Background: an optimization exercise with open tools, aiming at small area. Do not read the settings as production practice.
In this exercise RTL edits were held to simulation tests only and were not proved equivalent to the original.
No activity file was given, so power comes from the tool's default toggle rates.

**flow/flow/run.sh**
```bash
#!/bin/bash
# Standard ORFS layout (the standard.sh), with layout-only changes:
#  - port buffers use the smallest buffer cell instead of clkdlybuf4s50_1;
#  - buffers that Yosys inserted (e.g. to split nets that feed several output
#    ports) are removed at floorplan, since every port gets its own buffer anyway;
#  - clock tree synthesis without dummy balancing loads.
# Synthesis is the standard synthesis, unchanged.
set -euo pipefail
export BUFFER_PORTS_ARGS="-buffer_cell sky130_fd_sc_hd__buf_1"
export REMOVE_ABC_BUFFERS=1
export CTS_ARGS="-sink_clustering_enable -repair_clock_nets -sink_clustering_size 16 -sink_clustering_max_diameter 75 -buf_list sky130_fd_sc_hd__clkbuf_8 -dont_use_dummy_load"
bash standard.sh > standard_flow.log 2>&1
```
**flow/standard.sh**
```bash
#!/bin/bash
# synth_recipe.tcl (not shown) runs the flow's synth.tcl, then flattens the netlist and writes it again
# the make line also repeats each setting of config.mk as NAME=value (left out here)
make -C /OpenROAD-flow-scripts/flow DESIGN_CONFIG=/design/flow/config.mk WORK_HOME=/design/flow/orfs CLKGATE_MAP_FILE= SYNTH_SCRIPT=/design/flow/synth_recipe.tcl "${@:-finish}"
```
**flow/config.mk**
```make
export PLATFORM = sky130hd
export DESIGN_NAME = nasdaq_moldudp_itch
export DESIGN_NICKNAME = nasdaq_moldudp_itch
export VERILOG_FILES = /design/flow/design.v
export SDC_FILE = /design/flow/constraint.sdc
export NUM_CORES = 4
export LEC_CHECK = 0
export CAP_MARGIN = 20
export CORE_MARGIN = 2
export CORE_UTILIZATION = 47
export CTS_BUF_LIST = sky130_fd_sc_hd__clkbuf_8
export CTS_CLUSTER_DIAMETER = 75
export CTS_CLUSTER_SIZE = 16
export SLEW_MARGIN = 20
```
**flow/constraint.sdc**
```tcl
create_clock -name core_clock -period 5.0 [get_ports {clk}]
set_input_delay 1.0000 -clock core_clock [delete_from_list [all_inputs] [get_ports {clk}]]
set_output_delay 1.0000 -clock core_clock [all_outputs]
set_load 0.01 [all_outputs]
```
**flow/design.v**
```verilog
module moldudp64_handler (
    input  wire        clk,
    input  wire        rst,
    input  wire        udp_payload_valid,
    input  wire [7:0]  udp_payload_data,
    input  wire        udp_payload_start,
    input  wire        udp_payload_end,
    output wire        itch_msg_valid,
    output wire        itch_msg_start,
    output wire        itch_msg_end,
    output wire        itch_next_valid,
    output wire        itch_next_start,
    output wire [79:0] session_id,
    output wire [63:0] sequence_number,
    output wire [15:0] message_count,
    output wire        session_valid,
    output wire        sequence_gap,
    output wire [31:0] gap_count,
    output wire [31:0] packet_count,
    output wire [31:0] msg_extracted
);
    localparam [2:0] IDLE               = 3'd0,
                     PARSE_SESSION_ID   = 3'd1,
                     PARSE_SEQUENCE_NUM = 3'd2,
                     PARSE_MSG_COUNT    = 3'd3,
                     PARSE_MSG_LEN      = 3'd4,
                     FORWARD_MSG_DATA   = 3'd5,
                     PACKET_END         = 3'd6,
                     ERROR_STATE        = 3'd7;
    reg [2:0]  state;
    reg [79:0] session_id_reg;
    reg [63:0] sequence_num_reg;
    reg [15:0] msg_count_reg;
    reg [63:0] expected_seq;
    reg        seq_initialized;
    reg [15:0] msg_rem;
    reg [15:0] msgs_remaining;
    wire [3:0] header_byte_cnt = msg_rem[3:0];
    reg [31:0] pkt_count;
    reg [31:0] msg_count_stat;
    reg [31:0] gap_cnt;
    reg        out_valid;
    reg        out_start;
    reg        out_end;
    reg        gap_detected;
    reg        msg_first_byte;
    wire [15:0] new_msg_count = {msg_count_reg[15:8], udp_payload_data};
    wire [15:0] new_msg_len   = {msg_rem[15:8], udp_payload_data};
    wire        msg_last      = (msg_rem == 16'd1);
    wire        one_left      = (msgs_remaining[15:1] == 15'd0);
    wire        count_done    = state == PARSE_MSG_COUNT && udp_payload_valid && header_byte_cnt[0];
    wire        gap_found     = count_done && seq_initialized && sequence_num_reg != expected_seq;
    wire        msg_done      = state == FORWARD_MSG_DATA && udp_payload_valid && msg_last;
    function [31:0] incr;
        input [31:0] c;
        input        inc;
        integer      i;
        begin
            incr[0] = c[0] ^ inc;
            for (i = 1; i < 32; i = i + 1)
                incr[i] = c[i] ^ (inc & (&(c | ~((32'd1 << i) - 32'd1))));
        end
    endfunction
    always @(posedge clk) begin
        if (rst) begin
            state           <= IDLE;
            pkt_count       <= 32'd0;
            msg_count_stat  <= 32'd0;
            gap_cnt         <= 32'd0;
            seq_initialized <= 1'b0;
            out_valid       <= 1'b0;
            out_start       <= 1'b0;
            out_end         <= 1'b0;
            gap_detected    <= 1'b0;
        end else begin
            out_start    <= 1'b0;
            out_end      <= 1'b0;
            out_valid    <= 1'b0;
            gap_detected <= gap_found;
            pkt_count      <= incr(pkt_count, count_done);
            gap_cnt        <= incr(gap_cnt, gap_found);
            msg_count_stat <= incr(msg_count_stat, msg_done);
            case (state)
                IDLE: begin
                    if (udp_payload_start && udp_payload_valid) begin
                        state <= PARSE_SESSION_ID;
                        session_id_reg[79:72] <= udp_payload_data;
                        msg_rem[3:0] <= 4'd1;
                    end
                end
                PARSE_SESSION_ID: begin
                    if (udp_payload_valid) begin
                        case (header_byte_cnt)
                            4'd1: session_id_reg[71:64] <= udp_payload_data;
                            4'd2: session_id_reg[63:56] <= udp_payload_data;
                            4'd3: session_id_reg[55:48] <= udp_payload_data;
                            4'd4: session_id_reg[47:40] <= udp_payload_data;
                            4'd5: session_id_reg[39:32] <= udp_payload_data;
                            4'd6: session_id_reg[31:24] <= udp_payload_data;
                            4'd7: session_id_reg[23:16] <= udp_payload_data;
                            4'd8: session_id_reg[15:8]  <= udp_payload_data;
                            default: session_id_reg[7:0] <= udp_payload_data;
                        endcase
                        if (header_byte_cnt == 4'd9) begin
                            state <= PARSE_SEQUENCE_NUM;
                            msg_rem[3:0] <= 4'd0;
                        end else begin
                            msg_rem[3:0] <= header_byte_cnt + 4'd1;
                        end
                    end
                    if (udp_payload_end)
                        state <= ERROR_STATE;
                end
                PARSE_SEQUENCE_NUM: begin
                    if (udp_payload_valid) begin
                        case (header_byte_cnt[2:0])
                            3'd0: sequence_num_reg[63:56] <= udp_payload_data;
                            3'd1: sequence_num_reg[55:48] <= udp_payload_data;
                            3'd2: sequence_num_reg[47:40] <= udp_payload_data;
                            3'd3: sequence_num_reg[39:32] <= udp_payload_data;
                            3'd4: sequence_num_reg[31:24] <= udp_payload_data;
                            3'd5: sequence_num_reg[23:16] <= udp_payload_data;
                            3'd6: sequence_num_reg[15:8]  <= udp_payload_data;
                            3'd7: sequence_num_reg[7:0]   <= udp_payload_data;
                        endcase
                        if (header_byte_cnt[2:0] == 3'd7) begin
                            state <= PARSE_MSG_COUNT;
                            msg_rem[3:0] <= 4'd0;
                        end else begin
                            msg_rem[3:0] <= header_byte_cnt + 4'd1;
                        end
                    end
                    if (udp_payload_end)
                        state <= ERROR_STATE;
                end
                PARSE_MSG_COUNT: begin
                    if (udp_payload_valid) begin
                        if (!header_byte_cnt[0]) begin
                            msg_count_reg[15:8] <= udp_payload_data;
                            msg_rem[3:0] <= 4'd1;
                        end else begin
                            msg_count_reg[7:0] <= udp_payload_data;
                            seq_initialized <= 1'b1;
                            expected_seq <= sequence_num_reg + {48'd0, new_msg_count};
                            msgs_remaining <= new_msg_count;
                            if (new_msg_count == 16'd0) begin
                                state <= PACKET_END;
                            end else begin
                                state <= PARSE_MSG_LEN;
                                msg_rem[3:0] <= 4'd0;
                            end
                        end
                    end
                    if (udp_payload_end)
                        state <= ERROR_STATE;
                end
                PARSE_MSG_LEN: begin
                    if (udp_payload_valid) begin
                        if (!header_byte_cnt[0]) begin
                            msg_rem[15:8] <= udp_payload_data;
                            msg_rem[3:0] <= 4'd1;
                        end else begin
                            msg_rem <= new_msg_len;
                            if (new_msg_len == 16'd0) begin
                                msgs_remaining <= msgs_remaining - 16'd1;
                                if (one_left)
                                    state <= PACKET_END;
                            end else begin
                                state <= FORWARD_MSG_DATA;
                                msg_first_byte <= 1'b1;
                            end
                        end
                    end
                    if (udp_payload_end)
                        state <= ERROR_STATE;
                end
                FORWARD_MSG_DATA: begin
                    if (udp_payload_valid) begin
                        out_valid <= 1'b1;
                        msg_rem <= msg_rem - 16'd1;
                        if (msg_first_byte) begin
                            out_start <= 1'b1;
                            msg_first_byte <= 1'b0;
                        end
                        if (msg_last) begin
                            out_end <= 1'b1;
                            msgs_remaining <= msgs_remaining - 16'd1;
                            if (one_left) begin
                                state <= PACKET_END;
                            end else begin
                                state <= PARSE_MSG_LEN;
                            end
                        end
                    end
                    if (udp_payload_end) begin
                        if (!msg_last)
                            state <= ERROR_STATE;
                        else
                            state <= IDLE;
                    end
                end
                PACKET_END: begin
                    if (udp_payload_end || !udp_payload_valid)
                        state <= IDLE;
                end
                default: begin
                    state <= IDLE;
                end
            endcase
        end
    end
    assign itch_msg_valid  = out_valid;
    assign itch_next_valid = !rst && state == FORWARD_MSG_DATA && udp_payload_valid;
    assign itch_next_start = itch_next_valid && msg_first_byte;
    assign itch_msg_start  = out_start;
    assign itch_msg_end    = out_end;
    assign session_id      = session_id_reg;
    assign sequence_number = sequence_num_reg;
    assign message_count   = msg_count_reg;
    assign session_valid   = seq_initialized;
    assign sequence_gap    = gap_detected;
    assign gap_count       = gap_cnt;
    assign packet_count    = pkt_count;
    assign msg_extracted   = msg_count_stat;
endmodule
module nasdaq_itch_parser (
    input  wire        clk,
    input  wire        rst,
    input  wire        itch_msg_valid,
    input  wire        itch_msg_start,
    input  wire        itch_msg_end,
    input  wire        itch_next_valid,
    input  wire        itch_next_start,
    input  wire [7:0]  itch_next_data,
    output wire        msg_valid,
    output wire [7:0]  msg_type,
    output reg         msg_error,
    output wire        add_order_valid,
    output wire [15:0] stock_locate,
    output wire [15:0] tracking_number,
    output wire [47:0] timestamp,
    output wire [63:0] order_ref,
    output wire        buy_sell,
    output wire [31:0] shares,
    output wire [63:0] stock_symbol,
    output wire [31:0] price,
    output wire        order_executed_valid,
    output wire [31:0] exec_shares,
    output wire [63:0] match_number,
    output wire        order_cancel_valid,
    output wire [31:0] cancel_shares,
    output wire        order_delete_valid,
    output wire        order_replace_valid,
    output wire [63:0] original_order_ref,
    output wire [63:0] new_order_ref,
    output wire [31:0] new_shares,
    output wire [31:0] new_price,
    output wire [31:0] total_messages,
    output wire [31:0] filtered_messages
);
    localparam [1:0] IDLE        = 2'd0,
                     COUNT_BYTES = 2'd1,
                     COMPLETE    = 2'd2,
                     ERROR       = 2'd3;
    localparam [7:0] MSG_ADD_ORDER      = 8'h41;   
    localparam [7:0] MSG_ORDER_EXECUTED = 8'h45;   
    localparam [7:0] MSG_ORDER_DELETE   = 8'h44;   
    localparam [7:0] MSG_ORDER_CANCEL   = 8'h58;   
    localparam [7:0] MSG_ORDER_REPLACE  = 8'h55;   
    localparam [7:0] MSG_SYSTEM_EVENT   = 8'h53;   
    localparam [7:0] MSG_STOCK_DIR      = 8'h52;   
    localparam [7:0] MSG_TRADE          = 8'h50;   
    localparam [7:0] MSG_CROSS_TRADE    = 8'h51;   
    reg [1:0]   state;
    reg [7:0]   current_msg_type;
    reg [5:0]   byte_counter;       
    reg [279:0] msg_buf;            
    reg         report;             
    reg [31:0]  total_msg_counter;
    reg [31:0]  filtered_msg_counter;
    function [5:0] last_pos;
        input [7:0] t;
        begin
            case (t)
                MSG_SYSTEM_EVENT:   last_pos = 6'd11;
                MSG_STOCK_DIR:      last_pos = 6'd38;
                MSG_ADD_ORDER:      last_pos = 6'd35;
                MSG_ORDER_EXECUTED: last_pos = 6'd30;
                MSG_ORDER_CANCEL:   last_pos = 6'd22;
                MSG_ORDER_DELETE:   last_pos = 6'd18;
                MSG_ORDER_REPLACE:  last_pos = 6'd34;
                MSG_TRADE:          last_pos = 6'd43;
                MSG_CROSS_TRADE:    last_pos = 6'd39;
                default:            last_pos = 6'd0;
            endcase
        end
    endfunction
    wire is_a = current_msg_type == MSG_ADD_ORDER;
    wire is_e = current_msg_type == MSG_ORDER_EXECUTED;
    wire is_x = current_msg_type == MSG_ORDER_CANCEL;
    wire is_d = current_msg_type == MSG_ORDER_DELETE;
    wire is_u = current_msg_type == MSG_ORDER_REPLACE;
    wire reported_type = is_a | is_e | is_x | is_d | is_u;
    wire last_byte = byte_counter == last_pos(current_msg_type);
    integer k;
    function [31:0] incr;
        input [31:0] c;
        input        inc;
        integer      i;
        begin
            incr[0] = c[0] ^ inc;
            for (i = 1; i < 32; i = i + 1)
                incr[i] = c[i] ^ (inc & (&(c | ~((32'd1 << i) - 32'd1))));
        end
    endfunction
    reg [1:0] next_state;
    reg [5:0] next_counter;
    always @(*) begin
        next_state   = state;
        next_counter = byte_counter;
        case (state)
            IDLE: begin
                if (itch_msg_start && itch_msg_valid) begin
                    next_counter = 6'd1;
                    if (last_pos(current_msg_type) == 6'd0)
                        next_state = ERROR;
                    else
                        next_state = COUNT_BYTES;
                end
            end
            COUNT_BYTES: begin
                if (itch_msg_valid) begin
                    next_counter = byte_counter + 6'd1;
                    if (last_byte)
                        next_state = COMPLETE;
                end
                if (itch_msg_end && !last_byte)
                    next_state = IDLE;
            end
            default: next_state = IDLE;
        endcase
        if (rst)
            next_state = IDLE;
    end
    always @(posedge clk) begin
        state        <= next_state;
        byte_counter <= next_counter;
        if (rst) begin
            msg_error            <= 1'b0;
            report               <= 1'b0;
            total_msg_counter    <= 32'd0;
            filtered_msg_counter <= 32'd0;
        end else begin
            msg_error <= state == ERROR ||
                         (state == COUNT_BYTES && itch_msg_end && !last_byte);
            report    <= state == COMPLETE && reported_type;
            total_msg_counter    <= incr(total_msg_counter, state == COMPLETE);
            filtered_msg_counter <= incr(filtered_msg_counter, state == COMPLETE && reported_type);
        end
    end
    always @(posedge clk) begin
        if (next_state == IDLE && itch_next_start)
            current_msg_type <= itch_next_data;
        if (next_state == COUNT_BYTES && itch_next_valid) begin
            for (k = 1; k <= 35; k = k + 1)
                if (next_counter == k)
                    msg_buf[8*k-1 -: 8] <= itch_next_data;
        end
    end
    assign msg_valid            = report;
    assign add_order_valid      = report & is_a;
    assign order_executed_valid = report & is_e;
    assign order_cancel_valid   = report & is_x;
    assign order_delete_valid   = report & is_d;
    assign order_replace_valid  = report & is_u;
    assign msg_type           = current_msg_type;
    assign stock_locate       = {msg_buf[7:0], msg_buf[15:8]};
    assign tracking_number    = {msg_buf[23:16], msg_buf[31:24]};
    assign timestamp          = {msg_buf[39:32], msg_buf[47:40], msg_buf[55:48], msg_buf[63:56], msg_buf[71:64], msg_buf[79:72]};
    assign order_ref          = {msg_buf[87:80], msg_buf[95:88], msg_buf[103:96], msg_buf[111:104], msg_buf[119:112], msg_buf[127:120], msg_buf[135:128], msg_buf[143:136]};
    assign buy_sell           = msg_buf[151:144] == 8'h42;
    assign shares             = {msg_buf[159:152], msg_buf[167:160], msg_buf[175:168], msg_buf[183:176]};
    assign stock_symbol       = {msg_buf[191:184], msg_buf[199:192], msg_buf[207:200], msg_buf[215:208], msg_buf[223:216], msg_buf[231:224], msg_buf[239:232], msg_buf[247:240]};
    assign price              = {msg_buf[255:248], msg_buf[263:256], msg_buf[271:264], msg_buf[279:272]};
    assign exec_shares        = {msg_buf[151:144], msg_buf[159:152], msg_buf[167:160], msg_buf[175:168]};
    assign match_number       = {msg_buf[183:176], msg_buf[191:184], msg_buf[199:192], msg_buf[207:200], msg_buf[215:208], msg_buf[223:216], msg_buf[231:224], msg_buf[239:232]};
    assign cancel_shares      = {msg_buf[151:144], msg_buf[159:152], msg_buf[167:160], msg_buf[175:168]};
    assign original_order_ref = {msg_buf[87:80], msg_buf[95:88], msg_buf[103:96], msg_buf[111:104], msg_buf[119:112], msg_buf[127:120], msg_buf[135:128], msg_buf[143:136]};
    assign new_order_ref      = {msg_buf[151:144], msg_buf[159:152], msg_buf[167:160], msg_buf[175:168], msg_buf[183:176], msg_buf[191:184], msg_buf[199:192], msg_buf[207:200]};
    assign new_shares         = {msg_buf[215:208], msg_buf[223:216], msg_buf[231:224], msg_buf[239:232]};
    assign new_price          = {msg_buf[247:240], msg_buf[255:248], msg_buf[263:256], msg_buf[271:264]};
    assign total_messages     = total_msg_counter;
    assign filtered_messages  = filtered_msg_counter;
endmodule
module nasdaq_moldudp_itch (
    input  wire        clk,
    input  wire        rst,
    input  wire        udp_payload_valid,
    input  wire [7:0]  udp_payload_data,
    input  wire        udp_payload_start,
    input  wire        udp_payload_end,
    output wire [79:0] session_id,
    output wire [63:0] sequence_number,
    output wire [15:0] message_count,
    output wire        session_valid,
    output wire        sequence_gap,
    output wire [31:0] gap_count,
    output wire [31:0] packet_count,
    output wire [31:0] msg_extracted,
    output wire        msg_valid,
    output wire [7:0]  msg_type,
    output wire        msg_error,
    output wire        add_order_valid,
    output wire [15:0] stock_locate,
    output wire [15:0] tracking_number,
    output wire [47:0] timestamp,
    output wire [63:0] order_ref,
    output wire        buy_sell,
    output wire [31:0] shares,
    output wire [63:0] stock_symbol,
    output wire [31:0] price,
    output wire        order_executed_valid,
    output wire [31:0] exec_shares,
    output wire [63:0] match_number,
    output wire        order_cancel_valid,
    output wire [31:0] cancel_shares,
    output wire        order_delete_valid,
    output wire        order_replace_valid,
    output wire [63:0] original_order_ref,
    output wire [63:0] new_order_ref,
    output wire [31:0] new_shares,
    output wire [31:0] new_price,
    output wire [31:0] total_messages,
    output wire [31:0] filtered_messages
);
    wire       mold_itch_valid;
    wire       mold_next_valid;
    wire       mold_next_start;
    wire       mold_itch_start;
    wire       mold_itch_end;
    moldudp64_handler moldudp64_inst (
        .clk               (clk),
        .rst               (rst),
        .udp_payload_valid (udp_payload_valid),
        .udp_payload_data  (udp_payload_data),
        .udp_payload_start (udp_payload_start),
        .udp_payload_end   (udp_payload_end),
        .itch_msg_valid    (mold_itch_valid),
        .itch_next_valid   (mold_next_valid),
        .itch_next_start   (mold_next_start),
        .itch_msg_start    (mold_itch_start),
        .itch_msg_end      (mold_itch_end),
        .session_id        (session_id),
        .sequence_number   (sequence_number),
        .message_count     (message_count),
        .session_valid     (session_valid),
        .sequence_gap      (sequence_gap),
        .gap_count         (gap_count),
        .packet_count      (packet_count),
        .msg_extracted     (msg_extracted)
    );
    nasdaq_itch_parser nasdaq_itch_inst (
        .clk                  (clk),
        .rst                  (rst),
        .itch_msg_valid       (mold_itch_valid),
        .itch_next_valid      (mold_next_valid),
        .itch_next_start      (mold_next_start),
        .itch_next_data       (udp_payload_data),
        .itch_msg_start       (mold_itch_start),
        .itch_msg_end         (mold_itch_end),
        .msg_valid            (msg_valid),
        .msg_type             (msg_type),
        .msg_error            (msg_error),
        .add_order_valid      (add_order_valid),
        .stock_locate         (stock_locate),
        .tracking_number      (tracking_number),
        .timestamp            (timestamp),
        .order_ref            (order_ref),
        .buy_sell             (buy_sell),
        .shares               (shares),
        .stock_symbol         (stock_symbol),
        .price                (price),
        .order_executed_valid (order_executed_valid),
        .exec_shares          (exec_shares),
        .match_number         (match_number),
        .order_cancel_valid   (order_cancel_valid),
        .cancel_shares        (cancel_shares),
        .order_delete_valid   (order_delete_valid),
        .order_replace_valid  (order_replace_valid),
        .original_order_ref   (original_order_ref),
        .new_order_ref        (new_order_ref),
        .new_shares           (new_shares),
        .new_price            (new_price),
        .total_messages       (total_messages),
        .filtered_messages    (filtered_messages)
    );
endmodule
```
==> results of run 1 <==
-- cell usage after synthesis (all sizes together) (5+ instances only) --
cell / instances
or4: 12
nor2: 257
nand4: 68
a211oi: 7
nand3b: 5
mux2: 8
nor3: 50
ha: 33
o31ai: 5
and4: 14
xor2: 80
or3: 13
clkbuf: 44
nand2: 121
edfxtp: 545
o21ai: 42
or2: 5
dfxtp: 178
nor2b: 33
a31oi: 7
nand3: 85
a21oi: 55
nand2b: 6
mux2i: 6
inv: 40
a21o: 16
and3: 41
nor4: 23
buf: 328
and2: 16
xnor2: 202
-- kinds of logic after synthesis --
group | synth area share [%]
AOI/OAI and AO/OA | 3.65
buffers and inverters | 9.00
muxes | 0.488
xor gates and xnor gates | 8.03
DFF | 64.8
adders and majority gates | 1.41
and+or+nand+nor | 12.6
==> results.cfg, run 1 <==
[synthesis]
synthCells = 2406
synth_edf_count = 545
syn_area_per_cell_um2 = 12.8
synth_top_cells_by_area = sky130_fd_sc_hd__edfxtp_1, sky130_fd_sc_hd__dfxtp_1, sky130_fd_sc_hd__buf_4
synth.yosys.warnings = 2
synth-main-ff-cell = sky130_fd_sc_hd__edfxtp_1
synth_largest_area_cell = sky130_fd_sc_hd__edfxtp_1
synth.top_cell.area_share_pct = 53.2
sequential_area_share_after_synthesis_pct = 64.8
yosys_register_bits = 723
netlist_area_um2 = 30700
synth-async-reset-ratio_pct = 0
synth.lib_cells_used.distinct = 78

[run_status]
first_reported_error = [ERROR PPL-0024] Number of IO pins (943) exceeds maximum number of available positions (936). Increase the die perimeter from 1038.98um to 1282.48um.
outcome = stopped before the end
stop_stage = I/O pin placement

[floorplan]
fp.dieH_um = 260
dieWidth_um = 260
floorplan.initialDensity_pct = 47.6
core.rowCount = 93
==> inputs of run 2 (changes only) <==
--- a/flow/config.mk
+++ b/flow/config.mk
@@ -7,8 +7,9 @@
 export LEC_CHECK = 0
 export CAP_MARGIN = 20
 export CORE_MARGIN = 2
-export CORE_UTILIZATION = 47
+export CORE_UTILIZATION = 40
 export CTS_BUF_LIST = sky130_fd_sc_hd__clkbuf_8
 export CTS_CLUSTER_DIAMETER = 75
 export CTS_CLUSTER_SIZE = 16
+export GPL_TIMING_DRIVEN = 0
 export SLEW_MARGIN = 20
==> run 2 against run 1 <==
Effect of this change: now clean on timing, DRC and antenna; synthesized cell count unchanged; area after synthesis stayed put.
==> results.cfg, run 2 <==
[hold_path]
timing.hold.worst.class = reg -> reg
worst_hold_startpoint = nasdaq_itch_inst.filtered_msg_counter[31]
hold_depth = 2
hold-path-endpoint = nasdaq_itch_inst.filtered_msg_counter[31]

[sta]
timing.clock.skew_ps = 124
finalSetupViolCount = 0
finalHoldViolations = 0
period_minus_slack_ps = 4720
worst_max_slew_pin_slew_ps = 1110
timing.final.crit_share_pct = 94.3
slew_limit_fails = 0
maxSlewHeadroom_pct = 26.0
maximum_clock_rate_ghz = 0.212
rsz0062_at_grt = no
final.setup.worst_slack_ps = 285

[grt]
grt_first_pass_wirelength_mm = 154
initial_antenna_violation_count = 8
grt.overflow.total = 0
vias_in_the_first_global_route = 19100
grt_usage_pct = 28.4
grt_max_degree = 42

[floorplan]
core_um2 = 76100
die-area_um2 = 79100
core.rowCount = 101
dieWidth_um = 281
top_level_i_o_count = 943
floorplan.initialDensity_pct = 40.4
fp.dieH_um = 281

[final_layout]
postLayoutCellArea_um2 = 34400
drive_above_1_share_pct = 4.82
layout.cells.most_common = sky130_fd_sc_hd__buf_1
commonest_cells_after_routing_fill_and_taps_aside = sky130_fd_sc_hd__buf_1, sky130_fd_sc_hd__edfxtp_1, sky130_fd_sc_hd__nor2_1, sky130_fd_sc_hd__xnor2_1, sky130_fd_sc_hd__dfxtp_1
multi_input_area_um2 = 8110
area_taken_by_flip_flops_and_latches_um2 = 19900
largest_register_ffs = 280
finalNetCount = 3120
area_growth_pct = 12.0
final.fill_count = 7094

[worst_setup_path]
worst-path-max-fanout = 11
worst_r2r_endpoint = nasdaq_itch_inst.msg_buf[130]
cp.required_ps = 5310
setup.worst_path.class = reg -> reg
worstReg2RegStart = nasdaq_itch_inst.current_msg_type[1]
startpoint_type = flip-flop
cp-end-kind = flip-flop
r2r.worst_path.cells = 8
setup.reg_to_reg.worst_slack_ps = 280
worst-endpoint-arrival_ps = 5020

[place]
buffers_added_on_ports = 942
finalWeightedCongestion = 0.945
place_area_um2 = 33700
hpwl_mm = 92.1
pre_cts_ws_ps = -62.3

[power]
power_per_cell_area_nw_per_um2 = 282
leakage_component_of_the_power_nw = 10.8
vdd.ir_drop.worst_mv = 0.212

[synthesis]
synth-async-reset-ratio_pct = 0
synth_edf_count = 545
synth_top_cells_by_area = sky130_fd_sc_hd__edfxtp_1, sky130_fd_sc_hd__dfxtp_1, sky130_fd_sc_hd__buf_4
synth.yosys.warnings = 2
synth.lib_cells_used.distinct = 78
syn_area_per_cell_um2 = 12.8
synth-main-ff-cell = sky130_fd_sc_hd__edfxtp_1
synth.top_cell.area_share_pct = 53.2
synth_most_common_cell = sky130_fd_sc_hd__edfxtp_1
yosys_register_bits = 723
synthCells = 2406
synth.cells.most_frequent = sky130_fd_sc_hd__edfxtp_1, sky130_fd_sc_hd__buf_4, sky130_fd_sc_hd__nor2_1
synth_largest_area_cell = sky130_fd_sc_hd__edfxtp_1
sequential_area_share_after_synthesis_pct = 64.8
netlist_area_um2 = 30700

[clocking]
cts_sinks = 723
clock_latency_ps = 720
clock_tree.htree_level_count = 2
cts_inserted_buffers = 55
cts_repair_resize_count = 0
path_clk_slew_ps = 100
clock-root-buffer = sky130_fd_sc_hd__clkbuf_8
cts_stage_hold_buffer_count = 0
clock_tree.buffer_depth = 3
clock_tree_from_tritoncts = done
postCtsSetupRepairBufs = 0

[route]
post-route-drc-count = 0
ant_nets = 0
drt_iter0_drc = 1753
number_of_vias_in_the_routed_layout = 21400
route.detailed.vias_per_inst = 5.21
detail_route.wirelength_mm = 118
drt-pass1-iter-count = 6
routed_wire_length_per_instance_um = 28.7

[run_status]
outcome = no timing/DRC/antenna violations

[run]
max_cap_violations = 0
-- run 2: cell counts after synthesis --
Identical to the previous run, type by type.
-- run 2: worst max path at each step --
stage                                              start                               to  slack (ps)  cells after the start
floorplan                              udp_payload_valid   moldudp64_inst.expected_seq[0]       -1610                      2
global placement                                     rst  moldudp64_inst.msg_count_reg[3]      -17660                      2
detailed placement                   udp_payload_data[0]  moldudp64_inst.expected_seq[32]         -60                     12
CTS                 nasdaq_itch_inst.current_msg_type[1]    nasdaq_itch_inst.msg_buf[128]         220                      8
global route        nasdaq_itch_inst.current_msg_type[1]    nasdaq_itch_inst.msg_buf[130]          20                      8
finish              nasdaq_itch_inst.current_msg_type[1]    nasdaq_itch_inst.msg_buf[130]         280                      8
-- run 2: final cells by class --
class / count / share of cell area [%]
inverter: 41 / 0.447
tap: 1030 / 3.74
antenna: 3 / 0.0218
clock buffer: 55 / 2.20
timing repair buffer: 982 / 12.2
sequential: 723 / 57.9
multi-input combinational: 1270 / 23.6
-- run 2: logic make-up after synthesis --
kind of cell	synth area share, %
simple gates	12.6
buf+inv	9.00
mux	0.488
xor+xnor	8.03
compound gates	3.65
fa+ha+maj	1.41
flops	64.8
-- run 2: metal layers --
layer | wire, um | part of all wire, % | track usage [%] | vias up
met4 | 4290 | 3.7 | 8.91 | 2
met1 | 44600 | 38 | 34.7 | 10600
met5 | 101 | 0.086 | 0.938 | -
met3 | 14300 | 12 | 11.7 | 164
li1 | - | - | - | 9480
met2 | 54300 | 46 | 45.5 | 1078
-- run 2: stage by stage --
step | util (%) | hold WS, ps | setup TNS, ps | std cells | power, mW
after CTS | 45.2 | 481 | 0 | 4101 | 9.80
final | 45.3 | 492 | 0 | 4104 | 9.73
after global routing | 45.3 | 502 | 0 | 4102 | 10.0
after detailed placement | 44.2 | 475 | -287 | 4046 | 7.02
after global placement | 43.3 | 475 | -3941650 | 4006 | 6.98
after floorplan | - | 443 | -115910 | 2034 | 6.77
-- run 2: power breakdown --
group / internal, mW / switching (mW)
registers: 6.46 / 0.0365
clock network: 0.980 / 1.86
logic: 0.122 / 0.270
total: 7.56 / 2.16
-- run 2: critical path, stage by stage, from the launching register on --
cell	delay, ps
sky130_fd_sc_hd__edfxtp_1	580
sky130_fd_sc_hd__nor4b_2	540
sky130_fd_sc_hd__o21ai_0	250
sky130_fd_sc_hd__xnor2_1	210
sky130_fd_sc_hd__a2111oi_4	410
sky130_fd_sc_hd__a31o_4	240
sky130_fd_sc_hd__a31oi_4	110
sky130_fd_sc_hd__or4_1	980
sky130_fd_sc_hd__nor2_1	980
==> inputs of run 3 (changes only) <==
--- a/flow/config.mk
+++ b/flow/config.mk
@@ -11,5 +11,4 @@
 export CTS_BUF_LIST = sky130_fd_sc_hd__clkbuf_8
 export CTS_CLUSTER_DIAMETER = 75
 export CTS_CLUSTER_SIZE = 16
-export GPL_TIMING_DRIVEN = 0
 export SLEW_MARGIN = 20
==> run 3 against run 2 <==
Effect of this change: clock skew is 6.4 ps lower; via count grew 0.37%; wire length increased by 1.5%; total power decreased by 0.10%; die area is the same; final cell count barely moved; critical path depth is the same; critical path type unchanged; critical endpoint is now nasdaq_itch_inst.msg_buf[139].
==> results.cfg, run 3 <==
[clocking]
cts_repair_resize_count = 0
cts_stage_hold_buffer_count = 0
clock_tree.htree_level_count = 2
clock_latency_ps = 700
clock_tree.buffer_depth = 3
clock_tree_from_tritoncts = done
postCtsSetupRepairBufs = 0
cts_sinks = 723
path_clk_slew_ps = 100
clock-root-buffer = sky130_fd_sc_hd__clkbuf_8
cts_inserted_buffers = 56

[sta]
timing.final.crit_share_pct = 89.5
rsz0062_at_grt = no
final.setup.worst_slack_ps = 524
period_minus_slack_ps = 4480
worst_max_slew_pin_slew_ps = 1200
finalHoldViolations = 0
maxSlewHeadroom_pct = 19.9
timing.clock.skew_ps = 118
maximum_clock_rate_ghz = 0.223
finalSetupViolCount = 0
slew_limit_fails = 0

[final_layout]
drive_above_1_share_pct = 4.40
final-instance-count-excl-fill = 4101
finalNetCount = 3114
commonest_cells_after_routing_fill_and_taps_aside = sky130_fd_sc_hd__buf_1, sky130_fd_sc_hd__edfxtp_1, sky130_fd_sc_hd__nor2_1, sky130_fd_sc_hd__xnor2_1, sky130_fd_sc_hd__dfxtp_1
layout.cells.most_common = sky130_fd_sc_hd__buf_1
final.fill_count = 7190
largest_register_ffs = 280
area_growth_pct = 10.8

[grt]
grt_max_degree = 196
vias_in_the_first_global_route = 19300
grt_first_pass_wirelength_mm = 156
grt_usage_pct = 28.8
grt.overflow.total = 0
initial_antenna_violation_count = 6

[synthesis]
synth_largest_area_cell = sky130_fd_sc_hd__edfxtp_1
synthCells = 2406
synth-async-reset-ratio_pct = 0
synth_top_cells_by_area = sky130_fd_sc_hd__edfxtp_1, sky130_fd_sc_hd__dfxtp_1, sky130_fd_sc_hd__buf_4
synth_edf_count = 545
syn_area_per_cell_um2 = 12.8
yosys_register_bits = 723
synth.yosys.warnings = 2
sequential_area_share_after_synthesis_pct = 64.8
netlist_area_um2 = 30700
synth-main-ff-cell = sky130_fd_sc_hd__edfxtp_1
synth.top_cell.area_share_pct = 53.2
synth.lib_cells_used.distinct = 78
synth.cells.most_frequent = sky130_fd_sc_hd__edfxtp_1, sky130_fd_sc_hd__buf_4, sky130_fd_sc_hd__nor2_1
synth_most_common_cell = sky130_fd_sc_hd__edfxtp_1

[power]
report.power.total_mw = 9.72
vdd.ir_drop.worst_mv = 0.217
leakage_component_of_the_power_nw = 10.7
power_per_cell_area_nw_per_um2 = 285

[route]
drt-pass1-iter-count = 7
post-route-drc-count = 0
number_of_vias_in_the_routed_layout = 21500
routed_wire_length_per_instance_um = 29.1
route.detailed.vias_per_inst = 5.23
ant_nets = 0
drt_iter0_drc = 1982
detail_route.wirelength_mm = 119

[hold_path]
timing.hold.worst.class = reg -> reg

[worst_setup_path]
worst-endpoint-arrival_ps = 4790
worst-path-max-fanout = 11
setup.worst_path.class = reg -> reg
startpoint_type = flip-flop
cp-end-kind = flip-flop
cp.required_ps = 5310

[place]
finalWeightedCongestion = 0.942
pre_cts_ws_ps = 500
placedCellCount = 4039
hpwl_mm = 88.9
buffers_added_on_ports = 942

[run]
max_cap_violations = 0

[floorplan]
core_um2 = 76100
top_level_i_o_count = 943
die-area_um2 = 79100
core.rowCount = 101
floorplan.initialDensity_pct = 40.4
dieWidth_um = 281
fp.dieH_um = 281

[run_status]
outcome = no timing/DRC/antenna violations
[run 3: final cells by class]
cell class	count	area (um^2)	share of cell area (%)
inverters	41	154	0.452
diodes	6	15.0	0.0441
repair buffers	975	3830	11.2
flip-flops and latches	723	19900	58.5
multi-input cells	1270	8070	23.7
well taps	1030	1290	3.78
clock buffers	56	771	2.26
[run 3: critical path, cell delays in order (launching register included)]
cell,delay (ps)
sky130_fd_sc_hd__edfxtp_1,570
sky130_fd_sc_hd__nor4b_2,470
sky130_fd_sc_hd__o21ai_0,210
sky130_fd_sc_hd__xnor2_1,190
sky130_fd_sc_hd__a2111oi_4,410
sky130_fd_sc_hd__a31o_4,230
sky130_fd_sc_hd__a31oi_4,100
sky130_fd_sc_hd__or4_1,1010
sky130_fd_sc_hd__nor2_1,890
[run 3: final timing paths]
path / endpoint / from / cells after the start / slack [ps]
min: nasdaq_itch_inst.filtered_msg_counter[31] / nasdaq_itch_inst.filtered_msg_counter[31] / 2 / 500
min reg2reg: nasdaq_itch_inst.filtered_msg_counter[31] / nasdaq_itch_inst.filtered_msg_counter[31] / 2 / 500
max reg2reg: nasdaq_itch_inst.msg_buf[139] / nasdaq_itch_inst.current_msg_type[1] / 8 / 520
max: nasdaq_itch_inst.msg_buf[139] / nasdaq_itch_inst.current_msg_type[1] / 8 / 520
[run 3: logic make-up (layout without fill, tap and decap cells)]
kind of cell | after synthesis | count (layout) | share of synthesized area (%)
buf+inv | 413 | 1072 | 9.00
other cells | 0 | 6 | 0
fa+ha+maj | 34 | 34 | 1.41
compound gates | 172 | 172 | 3.65
flops | 723 | 723 | 64.8
simple gates | 768 | 768 | 12.6
xor+xnor | 282 | 282 | 8.03
mux | 14 | 14 | 0.488
[run 3: through the flow]
stage                     setup TNS, ps  instance area, um^2  hold slack (ps)  util (%)
after CTS                             0                34000              497      44.8
after floorplan                 -115910                28100              443         -
after detailed placement              0                33300              481      43.7
after global routing                  0                34000              524      44.8
final                                 0                34100              496      44.8
after global placement                0                33300              472      43.7
[run 3: report_power, final]
part	switching, mW	internal [mW]
registers	0.0226	6.46
clock network	1.87	0.996
logic	0.274	0.0936
[run 3: per-layer routing]
| layer | global-route usage, % | part of all wire [%] | vias up |
|---|---|---|---|
| li1 | - | - | 9481 |
| met1 | 35.4 | 38 | 10700 |
| met2 | 45.8 | 46 | 1135 |
| met3 | 11.6 | 12 | 161 |
| met4 | 9.97 | 3.8 | 2 |
| met5 | 1.31 | 0.12 | - |
==> inputs of run 4 (changes only) <==
--- a/flow/flow/run.sh
+++ b/flow/flow/run.sh
@@ -8,5 +8,5 @@
 set -euo pipefail
 export BUFFER_PORTS_ARGS="-buffer_cell sky130_fd_sc_hd__buf_1"
 export REMOVE_ABC_BUFFERS=1
-export CTS_ARGS="-sink_clustering_enable -repair_clock_nets -sink_clustering_size 16 -sink_clustering_max_diameter 75 -buf_list sky130_fd_sc_hd__clkbuf_8 -dont_use_dummy_load"
+export CTS_ARGS="-sink_clustering_enable -repair_clock_nets -sink_clustering_size 10 -sink_clustering_max_diameter 60 -buf_list sky130_fd_sc_hd__clkbuf_4 -dont_use_dummy_load"
 bash standard.sh > standard_flow.log 2>&1
--- a/flow/config.mk
+++ b/flow/config.mk
@@ -8,7 +8,7 @@
 export CAP_MARGIN = 20
 export CORE_MARGIN = 2
 export CORE_UTILIZATION = 40
-export CTS_BUF_LIST = sky130_fd_sc_hd__clkbuf_8
-export CTS_CLUSTER_DIAMETER = 75
-export CTS_CLUSTER_SIZE = 16
+export CTS_BUF_LIST = sky130_fd_sc_hd__clkbuf_4
+export CTS_CLUSTER_DIAMETER = 60
+export CTS_CLUSTER_SIZE = 10
 export SLEW_MARGIN = 20
==> run 4 against run 3 <==
Effect of this change: still clean; worst setup slack better by 52 ps; clock power is 6% lower; maximum frequency up 1.2%; total power decreased by 1.7%; area after synthesis unchanged; sequential cell count is the same; count of clock-buffer cells in the layout up 32; synthesized cell count stayed put; global-route usage grew 0.26 points; critical path depth did not move; largest power group unchanged.
==> results.cfg, run 4 <==
[floorplan]
core_um2 = 76100
die-area_um2 = 79100
floorplan.initialDensity_pct = 40.4
core.rowCount = 101
dieWidth_um = 281
fp.dieH_um = 281
top_level_i_o_count = 943

[final_layout]
final.fill_count = 7240
finalNetCount = 3146
commonest_cells_after_routing_fill_and_taps_aside = sky130_fd_sc_hd__buf_1, sky130_fd_sc_hd__edfxtp_1, sky130_fd_sc_hd__nor2_1, sky130_fd_sc_hd__xnor2_1, sky130_fd_sc_hd__dfxtp_1
area_growth_pct = 10.4
largest_register_ffs = 280
layout.cells.most_common = sky130_fd_sc_hd__buf_1
final-instance-count-excl-fill = 4132
area_taken_by_flip_flops_and_latches_um2 = 19900
drive_above_1_share_pct = 5.39
multi_input_area_um2 = 8070
final_util_pct = 44.6

[place]
placedCellCount = 4039
buffers_added_on_ports = 942
finalWeightedCongestion = 0.942
hpwl_mm = 88.9

[synthesis]
netlist_area_um2 = 30700
synth_most_common_cell = sky130_fd_sc_hd__edfxtp_1
synth_largest_area_cell = sky130_fd_sc_hd__edfxtp_1
synth-async-reset-ratio_pct = 0
synth.top_cell.area_share_pct = 53.2
yosys_register_bits = 723
synth_top_cells_by_area = sky130_fd_sc_hd__edfxtp_1, sky130_fd_sc_hd__dfxtp_1, sky130_fd_sc_hd__buf_4
synth-main-ff-cell = sky130_fd_sc_hd__edfxtp_1
synth.lib_cells_used.distinct = 78
synth-compound-area-share_pct = 3.65
synth_top_family_by_area = simple AND/OR/NAND/NOR gates
sequential_area_share_after_synthesis_pct = 64.8
synthAdderAreaFrac_pct = 1.41
synth.cells.most_frequent = sky130_fd_sc_hd__edfxtp_1, sky130_fd_sc_hd__buf_4, sky130_fd_sc_hd__nor2_1
synth_xor_xnor_area_share_pct = 8.03
synth.yosys.warnings = 2
synth_simple_gate_area_share_pct = 12.6
synthCells = 2406
syn_area_per_cell_um2 = 12.8
muxShareOfSynthArea_pct = 0.488
synth_edf_count = 545

[route]
route.detailed.vias_per_inst = 5.24
ant_nets = 0
post-route-drc-count = 0
number_of_vias_in_the_routed_layout = 21700
routed_wire_length_per_instance_um = 29.0
detail_route.wirelength_mm = 120
drt_iter0_drc = 1910
drt-pass1-iter-count = 5

[clocking]
clock-root-buffer = sky130_fd_sc_hd__clkbuf_4
cts_stage_hold_buffer_count = 0
clock_latency_ps = 900
path_clk_slew_ps = 120
cts_inserted_buffers = 88
clock_tree.buffer_depth = 3
clock_tree_from_tritoncts = done
postCtsSetupRepairBufs = 0
cts_sinks = 723
clock_tree.htree_level_count = 3
cts_repair_resize_count = 0

[power]
power_per_cell_area_nw_per_um2 = 281
vdd.ir_drop.worst_mv = 0.192
leakage_component_of_the_power_nw = 10.7

[sta]
slew_limit_fails = 0
worst_max_slew_pin_slew_ps = 1160
timing.final.crit_share_pct = 88.5
period_minus_slack_ps = 4420
rsz0062_at_grt = no
maximum_clock_rate_ghz = 0.226
maxSlewHeadroom_pct = 22.5
finalHoldViolations = 0
timing.clock.skew_ps = 115
finalSetupViolCount = 0

[worst_setup_path]
cp-end-kind = flip-flop
worst-endpoint-arrival_ps = 4930
worst-path-max-fanout = 11
setup.worst_path.class = reg -> reg
startpoint_type = flip-flop
r2r.worst_path.cells = 8
cp.required_ps = 5510

[hold_path]
hold_depth = 1
timing.hold.worst.class = in -> reg

[run]
max_cap_violations = 0

[grt]
initial_antenna_violation_count = 8
grt_max_degree = 196
grt.overflow.total = 0
vias_in_the_first_global_route = 19600
grt_first_pass_wirelength_mm = 157
grt_usage_pct = 29.1

[run_status]
outcome = no timing/DRC/antenna violations
-- run 4: cell counts after synthesis --
Identical to the previous run, type by type.
-- run 4: power breakdown --
part	total (mW)	leakage (nW)	internal, mW	switching [mW]
logic	0.369	3.97	0.0935	0.275
clock network	2.70	0.405	0.806	1.90
registers	6.48	6.33	6.46	0.0229
total	9.55	10.7	7.36	2.19
-- run 4: final cells by class --
type | instances | area share (%)
antenna | 5 | 0.0369
tap | 1030 | 3.80
sequential | 723 | 58.7
multi-input combinational | 1270 | 23.8
inverter | 41 | 0.453
timing repair buffer | 975 | 11.3
clock buffer | 88 | 1.95
-- run 4: worst paths after layout --
path	startpoint	to	slack [ps]
worst max-delay path	nasdaq_itch_inst.current_msg_type[1]	nasdaq_itch_inst.msg_buf[141]	580
worst min register to register	moldudp64_inst.msg_count_stat[3]	moldudp64_inst.msg_count_stat[4]	490
worst max register to register	nasdaq_itch_inst.current_msg_type[1]	nasdaq_itch_inst.msg_buf[141]	580
worst min-delay path	udp_payload_data[1]	moldudp64_inst.sequence_num_reg[1]	480
-- run 4: logic make-up after synthesis --
kind of cell               after synthesis
and+or+nand+nor                        768
AOI/OAI and AO/OA                      172
buffers and inverters                  413
adders and majority gates               34
muxes                                   14
xor gates and xnor gates               282
DFF                                    723
-- run 4: worst max-delay path, cell delays in order (launching register included) --
cell and delay, ps:
sky130_fd_sc_hd__edfxtp_1 580, sky130_fd_sc_hd__nor4b_2 470, sky130_fd_sc_hd__o21ai_0 210, sky130_fd_sc_hd__xnor2_1 190
sky130_fd_sc_hd__a2111oi_4 410, sky130_fd_sc_hd__a31o_4 230, sky130_fd_sc_hd__a31oi_4 100, sky130_fd_sc_hd__or4_1 1000
sky130_fd_sc_hd__nor2_1 910
-- run 4: layer usage --
metal,track usage [%],up-vias,routed length (um)
met2,45.6,1154,54900
met4,11.8,4,4950
li1,-,9575,-
met1,36.0,10700,46200
met3,10.9,199,13500
met5,1.31,-,154
-- run 4: metrics by stage --
step                      power [mW]  TNS [ps]  area (um^2)  setup WS [ps]  hold WS [ps]
after floorplan                 6.77   -115910        28100          -1610           443
after global placement          6.98         0        33300            604           472
after detailed placement        6.99         0        33300            500           481
after CTS                       9.64         0        33900            518           376
after global routing            9.87         0        33900            402           385
final                           9.55         0        33900            576           478
==> inputs of run 5 (changes only) <==
--- a/flow/flow/run.sh
+++ b/flow/flow/run.sh
@@ -8,5 +8,5 @@
 set -euo pipefail
 export BUFFER_PORTS_ARGS="-buffer_cell sky130_fd_sc_hd__buf_1"
 export REMOVE_ABC_BUFFERS=1
-export CTS_ARGS="-sink_clustering_enable -repair_clock_nets -sink_clustering_size 10 -sink_clustering_max_diameter 60 -buf_list sky130_fd_sc_hd__clkbuf_4 -dont_use_dummy_load"
+export CTS_ARGS="-sink_clustering_enable -repair_clock_nets -sink_clustering_size 24 -sink_clustering_max_diameter 75 -buf_list sky130_fd_sc_hd__clkbuf_16 -dont_use_dummy_load"
 bash standard.sh > standard_flow.log 2>&1
--- a/flow/config.mk
+++ b/flow/config.mk
@@ -8,7 +8,7 @@
 export CAP_MARGIN = 20
 export CORE_MARGIN = 2
 export CORE_UTILIZATION = 40
-export CTS_BUF_LIST = sky130_fd_sc_hd__clkbuf_4
-export CTS_CLUSTER_DIAMETER = 60
-export CTS_CLUSTER_SIZE = 10
+export CTS_BUF_LIST = sky130_fd_sc_hd__clkbuf_16
+export CTS_CLUSTER_DIAMETER = 75
+export CTS_CLUSTER_SIZE = 24
 export SLEW_MARGIN = 20
==> run 5 against run 4 <==
Effect of this change: largest power group unchanged; largest cell class unchanged; global-route usage down 0.36 points; final area up 1.4%; via count decreased by 1.1%.
==> results.cfg, run 5 <==
[place]
finalWeightedCongestion = 0.942
place_area_um2 = 33300
buffers_added_on_ports = 942
hpwl_mm = 88.9

[synthesis]
synth.top_cell.area_share_pct = 53.2
synth_largest_area_cell = sky130_fd_sc_hd__edfxtp_1
netlist_area_um2 = 30700
synth_edf_count = 545
sequential_area_share_after_synthesis_pct = 64.8
synth_most_common_cell = sky130_fd_sc_hd__edfxtp_1
synth-main-ff-cell = sky130_fd_sc_hd__edfxtp_1
yosys_register_bits = 723
synth.lib_cells_used.distinct = 78
syn_area_per_cell_um2 = 12.8
synth_top_cells_by_area = sky130_fd_sc_hd__edfxtp_1, sky130_fd_sc_hd__dfxtp_1, sky130_fd_sc_hd__buf_4
synthCells = 2406
synth-async-reset-ratio_pct = 0
synth.cells.most_frequent = sky130_fd_sc_hd__edfxtp_1, sky130_fd_sc_hd__buf_4, sky130_fd_sc_hd__nor2_1
synth.yosys.warnings = 2

[route]
routed_wire_length_per_instance_um = 29.0
ant_nets = 0
post-route-drc-count = 0
route.detailed.vias_per_inst = 5.24
number_of_vias_in_the_routed_layout = 21400
detail_route.wirelength_mm = 119
drt-pass1-iter-count = 6
drt_iter0_drc = 1909

[sta]
slew_limit_fails = 0
maximum_clock_rate_ghz = 0.226
finalSetupViolCount = 0
period_minus_slack_ps = 4430
worst_max_slew_pin_slew_ps = 1150
finalHoldViolations = 0
timing.clock.skew_ps = 82.2
rsz0062_at_grt = no
timing.final.crit_share_pct = 88.5
maxSlewHeadroom_pct = 23.2

[floorplan]
top_level_i_o_count = 943
floorplan.initialDensity_pct = 40.4
die-area_um2 = 79100
core_um2 = 76100
core.rowCount = 101
fp.dieH_um = 281
dieWidth_um = 281

[grt]
use_met3_pct = 10.5
grt_first_pass_wirelength_mm = 156
vias_in_the_first_global_route = 19200
met1_usage_pct = 35.8
grt.overflow.total = 0
groute.layer.met2.usage_pct = 44.8
grt_usage_pct = 28.7
grt-busiest-layer = met2
grt_max_degree = 196
initial_antenna_violation_count = 6

[run]
max_cap_violations = 0

[power]
report.power.total_mw = 10.4
power_per_cell_area_nw_per_um2 = 302
leakage_component_of_the_power_nw = 10.9
vdd.ir_drop.worst_mv = 0.252

[clocking]
clock_latency_ps = 600
cts_inserted_buffers = 46
cts_repair_resize_count = 0
clock_tree_from_tritoncts = done
path_clk_slew_ps = 100
clock-root-buffer = sky130_fd_sc_hd__clkbuf_16
cts_sinks = 723
clock_tree.htree_level_count = 2
cts_stage_hold_buffer_count = 0
postCtsSetupRepairBufs = 0
clock_tree.buffer_depth = 3

[worst_setup_path]
critical_path.cell_chain = nor4b_2, o21ai_0, xnor2_1, a2111oi_4, a31o_4, a31oi_4, or4_1, nor2_1
worst-path-max-fanout = 11
cp.required_ps = 5240
setup.worst_path.class = reg -> reg
worst-endpoint-arrival_ps = 4670
cp-end-kind = flip-flop
crit_path_top_delay_cell = sky130_fd_sc_hd__or4_1
startpoint_type = flip-flop
worst_path_largest_cell_delay_ps = 1020

[run_status]
outcome = no timing/DRC/antenna violations

[final_layout]
final_util_pct = 45.3
postLayoutCellArea_um2 = 34400
commonest_cells_after_routing_fill_and_taps_aside = sky130_fd_sc_hd__buf_1, sky130_fd_sc_hd__edfxtp_1, sky130_fd_sc_hd__nor2_1, sky130_fd_sc_hd__xnor2_1, sky130_fd_sc_hd__dfxtp_1
largest_register_ffs = 280
final.fill_count = 7153
layout.cells.most_common = sky130_fd_sc_hd__buf_1
finalNetCount = 3104
drive_above_1_share_pct = 4.09
area_growth_pct = 12.0

[hold_path]
timing.hold.worst.class = reg -> reg
run 5: cell counts after synthesis:
No cell type changed its count.
run 5: worst max-delay path, delay by kind of cell (launching register included):
| kind | cells | cell delay, ps |
|---|---|---|
| XOR/XNOR | 1 | 200 |
| flip-flops | 1 | 560 |
| AO/OA/AOI/OAI | 4 | 950 |
| AND/OR/NAND/NOR | 3 | 2380 |
run 5: layout make-up:
type / count / area [um^2] / area share, %
sequential: 723 / 19900 / 57.9
timing repair buffer: 975 / 3830 / 11.1
clock buffer: 46 / 1150 / 3.34
multi-input combinational: 1270 / 8070 / 23.4
antenna: 4 / 10.0 / 0.0291
tap: 1030 / 1290 / 3.74
inverter: 41 / 154 / 0.447
run 5: cells by family (layout without fill, tap and decap cells):
| logic type | after synthesis | in the layout | synth area share, % |
|---|---|---|---|
| simple gates | 768 | 768 | 12.6 |
| fa+ha+maj | 34 | 34 | 1.41 |
| compound gates | 172 | 172 | 3.65 |
| other cells | 0 | 4 | 0 |
| mux | 14 | 14 | 0.488 |
| buf+inv | 413 | 1062 | 9.00 |
| xor+xnor | 282 | 282 | 8.03 |
| flops | 723 | 723 | 64.8 |
run 5: layer usage:
metal  vias up  wire (um)
met3       172      13600
met5         -        143
li1       9467          -
met2      1139      53800
met1     10700      45600
met4         2       5670
run 5: path summary, 6_finish.rpt:
| kind | startpoint | to | slack [ps] | cells after the start |
|---|---|---|---|---|
| max | nasdaq_itch_inst.current_msg_type[1] | nasdaq_itch_inst.msg_buf[140] | 570 | 8 |
| max reg2reg | nasdaq_itch_inst.current_msg_type[1] | nasdaq_itch_inst.msg_buf[140] | 570 | 8 |
| min | nasdaq_itch_inst.filtered_msg_counter[31] | nasdaq_itch_inst.filtered_msg_counter[31] | 500 | 2 |
| min reg2reg | nasdaq_itch_inst.filtered_msg_counter[31] | nasdaq_itch_inst.filtered_msg_counter[31] | 500 | 2 |
run 5: report_power, final:
part / total (mW) / internal (mW) / switching, mW
clock: 3.54 / 1.63 / 1.91
combinational: 0.368 / 0.0935 / 0.274
sequential: 6.49 / 6.46 / 0.0227
total: 10.4 / 8.18 / 2.21
run 5: per-stage QoR:
| step | setup slack [ps] | std cells | hold slack, ps | TNS (ps) |
|---|---|---|---|---|
| after floorplan | -1610 | 2034 | 443 | -115910 |
| after global placement | 604 | 4039 | 472 | 0 |
| after detailed placement | 500 | 4039 | 481 | 0 |
| after CTS | 511 | 4085 | 497 | 0 |
| after global routing | 388 | 4086 | 523 | 0 |
| final | 574 | 4089 | 496 | 0 |

[afterwards: timing with drivers on the ports]
The flow's constraints put no driver on any port. The routed layouts listed below were extracted and timed again, unchanged, in two steps.
Step 1 assumes that a clkbuf_16 drives the clock port and a buf_2 every other input.
Step 2 also shifts input and output timing later by t, the mid clock arrival at the registers, as if the neighbouring blocks saw the same clock.
Three values: ideal ports, drivers, drivers and shift; two values: the first two.
| run | shift t [ns] | setup WS [ns] | worst setup path at the end | latest minus earliest clock arrival (ns) | cell pins on the clock port's net |
|---|---|---|---|---|---|
| run 2 | 0.724 | 0.285 / 0.285 / -0.116 | input to register | 0.136 / 0.136 | 1 |
| run 3 | 0.707 | 0.524 / 0.524 / 0.524 | register to register | 0.132 / 0.132 | 1 |
| run 4 | 0.891 | 0.576 / 0.576 / 0.543 | input to register | 0.144 / 0.143 | 1 |
| run 5 | 0.635 | 0.574 / 0.574 / 0.506 | input to register | 0.109 / 0.109 | 1 |
Met with ideal ports but missed after step 2: setup timing in run 2. The setup slack of run 2, which loses most, moves by 0.000 ns with the drivers and by -0.401 ns with both steps.
